Background: an optimization exercise with open tools, aiming at small area. Do not read the settings as production practice. In this exercise RTL edits were held to simulation tests only and were not proved equivalent to the original. Power and IR drop assume default switching activity.

## design/flow/config.mk

```make
export PLATFORM = sky130hd
export DESIGN_NAME = uart_core
export DESIGN_NICKNAME = uart_core
export VERILOG_FILES = /design/flow/design.v
export SDC_FILE = /design/flow/constraint.sdc
export NUM_CORES = 4
export LEC_CHECK = 0
export CAP_MARGIN = 20
export CORE_MARGIN = 2
export CORE_UTILIZATION = 40
export SLEW_MARGIN = 20
```

## design/flow/run.sh

```bash
#!/bin/bash
# synth_recipe.tcl (not shown) runs the flow's synth.tcl, then flattens the netlist and writes it again
# the make line also repeats each setting of config.mk as NAME=value (left out here)
make -C /OpenROAD-flow-scripts/flow DESIGN_CONFIG=/design/flow/config.mk WORK_HOME=/design/flow/orfs CLKGATE_MAP_FILE= SYNTH_SCRIPT=/design/flow/synth_recipe.tcl finish
```

## design/flow/constraint.sdc

```tcl
create_clock -name core_clock -period 20.0 [get_ports {clk}]
set_input_delay 4.0000 -clock core_clock [delete_from_list [all_inputs] [get_ports {clk}]]
set_output_delay 4.0000 -clock core_clock [all_outputs]
set_load 0.01 [all_outputs]
```

## design/flow/design.v

```verilog
module baud_gen (
    input  wire clk,
    input  wire rst_n,
    input  wire [15:0] i_divisor, 		 
    output wire rx_tick,
    output wire tx_tick
);
    reg [15:0] count_reg;
    reg [3:0] tick_cnt;
    reg rx_reg;
    reg tx_reg;
    always @(posedge clk or negedge rst_n) begin
    	if(!rst_n) begin
    		count_reg <= 0;
    		rx_reg <= 1'b0;
    	end else begin
    		if(count_reg >= (i_divisor - 16'd1)) begin
    			count_reg <= 0;
    			rx_reg <= 1'b1;
    		end else begin
    			count_reg <= count_reg + 1;
    			rx_reg <= 1'b0;
    		end
    	end
    end
    always @(posedge clk or negedge rst_n) begin
    	if(!rst_n) begin
    		tick_cnt <= 0;
    		tx_reg <= 0;
    	end else if(rx_tick) begin
    		tick_cnt <= tick_cnt + 1;
    		if(tick_cnt == 4'd15) begin
    			tx_reg <= 1'b1;
    		end else begin
    			tx_reg <= 1'b0;
    		end
    	end else begin
    		tx_reg <= 1'b0;
    	end
    end
    assign rx_tick = rx_reg;
    assign tx_tick = tx_reg;
endmodule
module fifo #(
    parameter DATA_WIDTH = 8,
    parameter ADDR_WIDTH = 4,
    parameter ALMOST_FULL_THRESH = 14
)(
    input  wire clk,
    input  wire rst_n,
    input  wire i_wr_en,
    input  wire [DATA_WIDTH-1:0] i_wr_data,
    output wire o_full,
    output wire o_almost_full, 
    input  wire i_rd_en,
    output wire [DATA_WIDTH-1:0] o_rd_data,
    output wire o_empty
);
    reg [DATA_WIDTH-1:0] mem [0:(1<<ADDR_WIDTH)-1]; 	 
    reg [ADDR_WIDTH-1:0] wr_ptr, rd_ptr;
    reg [ADDR_WIDTH:0] count; 
    always @(posedge clk or negedge rst_n) begin
        if (!rst_n) wr_ptr <= 0;
        else if (i_wr_en && !o_full) begin
            mem[wr_ptr] <= i_wr_data;
            wr_ptr <= wr_ptr + 1;
        end
    end
    always @(posedge clk or negedge rst_n) begin
        if (!rst_n) rd_ptr <= 0;
        else if (i_rd_en && !o_empty) begin
            rd_ptr <= rd_ptr + 1;
        end
    end
    always @(posedge clk or negedge rst_n) begin
        if (!rst_n) count <= 0;
        else begin
            case ({i_wr_en && !o_full, i_rd_en && !o_empty})
                2'b10: count <= count + 1;
                2'b01: count <= count - 1;
                default: count <= count;
            endcase
        end
    end
    assign o_rd_data     = mem[rd_ptr];
    assign o_full        = (count == (1 << ADDR_WIDTH));
    assign o_empty       = (count == 0);
    assign o_almost_full = (count >= ALMOST_FULL_THRESH);
endmodule
module uart_tx (
	input wire clk,     
	input wire rst_n,   
    input wire tx_tick,
	input wire [1:0] i_num_bit_data,
	input wire i_parity_en,
	input wire i_parity_type,
	input wire [7:0] i_data,
	input wire i_tx_start,
	output reg o_tx_done,
	input wire i_cts_n,
	output reg o_tx_serial
);
	localparam IDLE = 3'd0;
	localparam START = 3'd1;
	localparam DATA = 3'd2;
	localparam PARITY = 3'd3;
	localparam STOP = 3'd4;
	reg [2:0] state, next_state;
	reg [2:0] bit_cnt;
	reg [7:0] shift_reg;
	reg tx_reg, tx_next;
	reg parity_bit;
	wire [2:0] bit_limit = 3'd4 + {1'b0, i_num_bit_data};
	always @(posedge clk or negedge rst_n) begin
		if(!rst_n) begin
			state <= IDLE;
			tx_reg <= 1'b1;
			shift_reg <= 0;
			bit_cnt <= 0;
			o_tx_serial <= 1'b1;
			parity_bit <= 0;
		end else begin
			state <= next_state;
			tx_reg <= tx_next;
			o_tx_serial <= tx_reg;
			if(state == IDLE && i_tx_start && !i_cts_n) begin
				shift_reg <= i_data;
				case (i_num_bit_data)
					2'b00: parity_bit <= (^i_data[4:0]) ^ i_parity_type;
					2'b01: parity_bit <= (^i_data[5:0]) ^ i_parity_type;
					2'b10: parity_bit <= (^i_data[6:0]) ^ i_parity_type;
					2'b11: parity_bit <= (^i_data[7:0]) ^ i_parity_type;
				endcase
			end else if(state == START) begin
				bit_cnt <= 0;
			end else if(state == DATA && tx_tick) begin
				shift_reg <= shift_reg >> 1; 	 
				bit_cnt <= bit_cnt + 1;
			end
		end
	end
	always @(*) begin
		next_state = state;
		tx_next = tx_reg;
		o_tx_done = 1'b0;      
		case(state)
			IDLE: begin
				tx_next = 1'b1;
				if(i_tx_start && !i_cts_n) begin
					next_state = START;
				end
			end
			START: begin
				if(tx_tick) begin
					tx_next = 1'b0;
					next_state = DATA;
				end
			end
			DATA: begin
                if(tx_tick) begin
                    tx_next = shift_reg[0];
                    if(bit_cnt == bit_limit) begin
                        if(i_parity_en) begin
                            next_state = PARITY;
                        end else begin
                            next_state = STOP;
                        end
                    end
                end
			end
			PARITY: begin
                if(tx_tick) begin
                    tx_next = parity_bit;
                    next_state = STOP;
                end
			end
			STOP: begin
                if(tx_tick) begin
                    tx_next = 1'b1;
                    next_state = IDLE;
                    o_tx_done = 1'b1;
                end
			end
			default: next_state = IDLE;
	   endcase
    end
endmodule
module uart_rx (
    input  wire       clk,
    input  wire       rst_n,
    input  wire       rx_tick,        
    input  wire [1:0] i_num_bit_data,
    input  wire       i_parity_en,
    input  wire       i_parity_type,
    input  wire       i_rx_serial,
    output reg [7:0]  o_data,
    output reg        o_rx_done,
    output reg        o_parity_err
);
    localparam IDLE = 3'd0; 
    localparam START = 3'd1;
    localparam DATA = 3'd2;
    localparam PARITY=3'd3; 
    localparam STOP=3'd4;
    reg [2:0] state, next_state;
    reg [3:0] tick_cnt;
    reg [3:0] bit_cnt;
    reg [7:0] shift_reg;
    reg       calc_parity;
    wire      expected_parity;
    reg [1:0] sync_reg;
    wire      rx_synced;
    wire [3:0] bit_limit = 4'd4 + {2'b00, i_num_bit_data};
    always @(posedge clk or negedge rst_n) begin
        if(!rst_n) sync_reg <= 2'b11;
        else sync_reg <= {sync_reg[0], i_rx_serial};
    end
    assign rx_synced = sync_reg[1];
    assign expected_parity = i_parity_type ? ~calc_parity : calc_parity;
    always @(posedge clk or negedge rst_n) begin
        if(!rst_n) begin
            state <= IDLE;
            tick_cnt <= 0;
            bit_cnt <= 0;
            shift_reg <= 0;
            o_data <= 0;
            o_rx_done <= 0;
            o_parity_err <= 0;
            calc_parity <= 0;
        end else begin
            state <= next_state;
            if(state == IDLE) tick_cnt <= 0;
            else if(next_state == START && state == IDLE) tick_cnt <= 0; 
            else if(next_state == DATA && state == START) tick_cnt <= 0;
            else if(rx_tick) tick_cnt <= tick_cnt + 1; 
            if(state == IDLE || state == START) bit_cnt <= 0;
            if(state == DATA && rx_tick && tick_cnt == 7) begin
                shift_reg <= {rx_synced, shift_reg[7:1]};
                if(bit_cnt == 0) calc_parity <= rx_synced;
                else              calc_parity <= calc_parity ^ rx_synced;
            end
            if(state == DATA && rx_tick && tick_cnt == 15) begin
                bit_cnt <= bit_cnt + 1;
            end
            if(state == PARITY && rx_tick && tick_cnt == 7) begin
                o_parity_err <= (rx_synced != expected_parity);
            end
            if(state == IDLE) o_parity_err <= 0;
            o_rx_done <= (state == STOP && rx_tick && tick_cnt == 15);
            if(state == STOP && rx_tick && tick_cnt == 15) begin
                case (i_num_bit_data)
                    2'b00: o_data <= {3'b0, shift_reg[7:3]};
                    2'b01: o_data <= {2'b0, shift_reg[7:2]};
                    2'b10: o_data <= {1'b0, shift_reg[7:1]};
                    2'b11: o_data <= shift_reg;
                endcase
            end
        end
    end
    always @(state or rx_synced or rx_tick or tick_cnt or bit_cnt or bit_limit or i_parity_en) begin
        next_state = state;
        case (state)
            IDLE:   if(rx_synced == 1'b0) next_state = START;
            START: begin
                if (rx_tick && tick_cnt == 15) 
                    next_state = DATA;
                else
                    next_state = START;
            end
            DATA:   if(rx_tick && tick_cnt == 15) begin
                        if(bit_cnt == bit_limit) 
                            next_state = i_parity_en ? PARITY : STOP;
                    end
            PARITY: if(rx_tick && tick_cnt == 15) next_state = STOP;
            STOP:   if(rx_tick && tick_cnt == 15) next_state = IDLE;
        endcase
    end
endmodule
module uart_core (
    input  wire        clk,
    input  wire        rst_n,
    input  wire [15:0] i_divisor,        
    input  wire [1:0]  i_num_bit_data,   
    input  wire        i_parity_en,      
    input  wire        i_parity_type,    
    input  wire [7:0]  i_cpu_txd,        
    input  wire        i_tx_wr,          
    output wire        o_tx_full,        
    output wire [7:0]  o_cpu_rxd,        
    input  wire        i_rx_rd,          
    output wire        o_rx_empty,       
    output wire        o_parity_err,     
    output wire        o_pedev_txd,      
    input  wire        i_pedev_rxd,      
    input  wire        i_cts_n,          
    output wire        o_rts_n           
);
    wire tx_tick;  
    wire rx_tick;  
    wire [7:0] tx_fifo_out;
    wire       tx_fifo_empty;
    wire       tx_done_tick;     
    wire [7:0] rx_data_out;      
    wire       rx_done_tick;     
    wire       rx_fifo_almost_full;  
    baud_gen u_baud_gen (
        .clk        (clk),
        .rst_n      (rst_n),
        .i_divisor  (i_divisor),
        .rx_tick    (rx_tick),
        .tx_tick    (tx_tick)
    );
    fifo #(
        .DATA_WIDTH(8), 
        .ADDR_WIDTH(4),        
        .ALMOST_FULL_THRESH(14)
    ) u_tx_fifo (
        .clk            (clk),
        .rst_n          (rst_n),
        .i_wr_en        (i_tx_wr),
        .i_wr_data      (i_cpu_txd),
        .o_full         (o_tx_full),
        .o_almost_full  (),  
        .i_rd_en        (tx_done_tick),  
        .o_rd_data      (tx_fifo_out),
        .o_empty        (tx_fifo_empty)
    );
    uart_tx u_uart_tx (
        .clk            (clk),
        .rst_n          (rst_n),
        .tx_tick        (tx_tick),
        .i_num_bit_data (i_num_bit_data),
        .i_parity_en    (i_parity_en),
        .i_parity_type  (i_parity_type),
        .i_data         (tx_fifo_out),
        .i_tx_start     (!tx_fifo_empty),  
        .o_tx_done      (tx_done_tick),    
        .i_cts_n        (i_cts_n),
        .o_tx_serial    (o_pedev_txd)
    );
    uart_rx u_uart_rx (
        .clk            (clk),
        .rst_n          (rst_n),
        .rx_tick        (rx_tick),
        .i_num_bit_data (i_num_bit_data),
        .i_parity_en    (i_parity_en),
        .i_parity_type  (i_parity_type),
        .i_rx_serial    (i_pedev_rxd),
        .o_data         (rx_data_out),
        .o_rx_done      (rx_done_tick),    
        .o_parity_err   (o_parity_err)
    );
    fifo #(
        .DATA_WIDTH(8), 
        .ADDR_WIDTH(4),        
        .ALMOST_FULL_THRESH(14)
    ) u_rx_fifo (
        .clk            (clk),
        .rst_n          (rst_n),
        .i_wr_en        (rx_done_tick),
        .i_wr_data      (rx_data_out),
        .o_full         (),                
        .o_almost_full  (rx_fifo_almost_full),  
        .i_rd_en        (i_rx_rd),
        .o_rd_data      (o_cpu_rxd),
        .o_empty        (o_rx_empty)
    );
    assign o_rts_n = rx_fifo_almost_full;
endmodule
```

==> flow_summary_export.csv <==
group,metric,value,unit
timing,hold_viol_final,0,
floorplanning,die_area,40900,sq um
worst_setup_path,slowest_stage,"ha_1",
worst_setup_path,crit_arrival,3.28,ns
timing,clock_skew,0.0333,ns
yosys,synth_edf_count,256,
detailed_routing,antenna_left,0,
yosys,synth_top_area_share,48.8,%
yosys,synth_flop_cell,"edfxtp_1",
global_routing,grt_pass1_vias,9769,
worst_setup_path,slowest_delay,0.63,ns
floorplanning,start_util,40.6,%
placement,dp_cells,1741,
yosys,synth_top_area_cell,"edfxtp_1",
global_routing,grtUsageMet2,27.7,%
global_routing,antenna_found_initial,0,
finish,stdcell_area,18000,sq um
floorplanning,top_level_ports,47,
floorplanning,coreArea,38700,sq um
worst_hold_path,hold_class,"flip-flop to flip-flop",
clock_tree,cts_max_level,2,
detailed_routing,vias,9879,
placement,dpl.hpwl,21.5,mm
clock_tree,cts_tree,"yes",
floorplanning,fp-row-count,72,
power,p_leak,6.14,nW
clock_tree,cts_root_buffer,"clkbuf_16",
placement,post_dp_cell_area,16700,sq um
timing,finalSetupViolations,0,
detailed_routing,routedWlPerCell,19.0,microns
power,total_power,2.08,mW
worst_setup_path,crit_path_start_kind,"flip-flop",
timing,period_share,36.4,%
finish,antennaDiodeCount,0,
power,cellPowerDensity,116,nW/um^2
worst_setup_path,crit_chain,"ha_1 -> buf_4 -> a221oi_1 -> mux4_2 -> a31oi_1 -> clkdlybuf4s50_1",
timing,min_period,7.28,ns
worst_setup_path,cp_top_family,"buffers and inverters",
global_routing,grt_overflow,0,
yosys,synth_cell_types,74,
timing,tightestPinTransition,1.08,ns
yosys,yosysSeqAreaShare,64.3,%
global_routing,grt_max_degree,56,
global_routing,gr-max-usage-layer,"met2",
global_routing,global_route.usage.met1,23.7,%
finish,fillers,3469,
yosys,ys_ff_latch,353,
run,maxCapViolCount,0,
clock_tree,cts.clk_slew.worst_paths,0.06,ns
timing,fmax,0.137,GHz
worst_setup_path,critPathBufInv,2,
clock_tree,cts_buffer_depth,3,
status,status,"timing/DRC/antenna clean",
timing,timing.hold.ws,0.379,ns
clock_tree,post_cts_buffers,0,
global_routing,grt_usage,16.8,%
yosys,yosys-top-cells-area,"edfxtp_1 (49%), dfrtp_1 (15%), ha_1 (3.7%)",
clock_tree,cts_resized,0,
yosys,avgSynthCellArea,12.8,sq um
yosys,yosysWarningCount,5,
worst_setup_path,worstSetupEndpointType,"output pin",
yosys,synth_area,15700,sq um
timing,finalMaxSlewViolations,0,
timing,finalSetupTns,0,ns
yosys,async_flop_share,27.5,%
yosys,synthCells,1225,
detailed_routing,drtIter0Drc,801,
clock_tree,cts_buffers,39,
floorplanning,dieHeight,202,microns
timing,relSlewSlack,27.8,%
detailed_routing,drc,0,
clock_tree,clkLatencyLatePin,0.54,ns
worst_setup_path,crit_required,16.00,ns
yosys,syn-num-nets,1308,
worst_setup_path,crit_fanout,17,
detailed_routing,routed_via_density,5.45,
placement,gp_congestion,0.801,
finish,drive_gt1_share,9.88,%
power,vdd_drop_max,0.0666,mV
timing,grt_setup_unrepaired,"false",
floorplanning,fp.dieW,202,microns
finish,fin_cells,1814,
finish,area_growth,14.1,%
global_routing,grt_pass1_wl,54.7,mm
detailed_routing,wl,34.4,mm
global_routing,grtUsageMet3,2.37,%
worst_setup_path,worstSetupPathType,"flip-flop to output pin",
finish,nNetsFinal,1348,
clock_tree,clock_sinks,353,
placement,io_buffers,46,
clock_tree,hold_buffers,0,
detailed_routing,first_pass_iters,5,
[layout by cell type (no fill, tap or decap), types with 6 or more instances in the layout]
cell             netlist  layout
nand2b_1              10      10
buf_4                  8      17
dfrtp_1               93      92
nor4_1                 8       8
clkinv_1               0       7
clkdlybuf4s50_1        0      45
a22oi_1               22      22
clkbuf_1              31      10
nor2b_1                9       9
nand2_1              122     122
mux2_2                14      14
a21oi_2               10      10
a211oi_1               6       6
xor2_1                21      21
o21ai_1               11      11
clkbuf_16              0      39
nand4_1               10      10
a31oi_1               12      12
a21o_1                13      13
nand3_1               52      52
xnor2_1               42      42
a21oi_1               50      50
nor3_1                19      13
mux2i_1               23      23
inv_1                 40      40
a222oi_1              11      11
o21ai_0               63      63
o22ai_1               11      11
a221oi_1              23      23
ha_1                  47      47
a22o_1                12      12
nor3_2                 1       7
edfxtp_1             256     256
nor2_1                75      72
[cells in the mapped netlist (12+ instances only)]
cell type	n
edfxtp_1	256
nand2_1	122
dfrtp_1	93
nor2_1	75
o21ai_0	63
nand3_1	52
a21oi_1	50
ha_1	47
xnor2_1	42
inv_1	40
clkbuf_1	31
a221oi_1	23
mux2i_1	23
a22oi_1	22
xor2_1	21
nor3_1	19
mux2_2	14
a21o_1	13
a22o_1	12
a31oi_1	12
[cell type report]
type	instances	area [sq um]	share of cell area (%)
clock inverters	20	213	1.18
inverters	41	154	0.857
multi-input cells	766	5160	28.8
repair buffers	64	601	3.34
flip-flops and latches	353	10100	56.4
well taps	518	648	3.61
clock buffers	52	1050	5.87
[power breakdown]
| part | switching, mW | total [mW] | internal, mW |
|---|---|---|---|
| sequential | 0.0578 | 0.900 | 0.842 |
| clock | 0.293 | 0.696 | 0.403 |
| combinational | 0.272 | 0.484 | 0.212 |
[path summary, 6_finish.rpt]
kind | start | end | slack (ns) | cells after the start
worst min register to register | u_uart_tx.tx_reg | u_uart_tx.o_tx_serial | 0.38 | 0
max in group asynchronous | rst_n | u_uart_rx.sync_reg[1] | 15.18 | 3
worst min-delay path | u_uart_tx.tx_reg | u_uart_tx.o_tx_serial | 0.38 | 0
worst max register to register | u_tx_fifo.rd_ptr[0] | u_uart_tx.parity_bit | 16.60 | 10
min in group asynchronous | rst_n | u_baud_gen.count_reg[14] | 3.39 | 1
worst max-delay path | u_rx_fifo.rd_ptr[0] | o_cpu_rxd[4] | 12.72 | 6
[cells by family after synthesis]
kind of cell	Yosys count	share of synthesized area (%)
buf+inv	106	3.12
fa+ha+maj	49	3.99
flops	353	64.3
xor+xnor	65	3.75
compound gates	287	12.6
simple gates	324	9.25
mux	41	2.97
[layer usage]
metal | wire length, microns | up-vias
li1 | - | 4676
met1 | 15500 | 4899
met2 | 16700 | 252
met3 | 1570 | 52
met4 | 621 | 0
met5 | 0 | -
[through the flow]
step                      util [%]  setup WS [ns]
after floorplan                  -          13.30
after global placement        43.0          12.66
after detailed placement      43.1          12.64
after CTS                     46.3          12.69
after global routing          46.4          12.45
final                         46.4          12.72

[port drivers added, routing unchanged]
In the flow no input, the clock included, has a driving cell. The finished layout below was timed again as built, in two steps.
Step 1, drivers: a clkbuf_16 drives clk and a buf_2 each remaining input, both assumed.
Step 2, shift: input delay + t, output delay - t, t = (earliest + latest rising clock arrival at the registers) / 2. This alone moves slack from input paths to output paths.
a / b / c = ideal ports / drivers / drivers and shift; a / b = the first two.
shift t [ns]: 0.578
slack for setup (ns): 12.721 / 12.672 / 12.625
worst setup path after step 2: input to register
worst slew at a driven data input, ns: 0.05
pins driven straight from the clock port: 1
After both steps setup and hold are still met in this run. For this run, drivers alone change the setup slack by -0.049 ns; drivers and shift together by -0.096 ns.
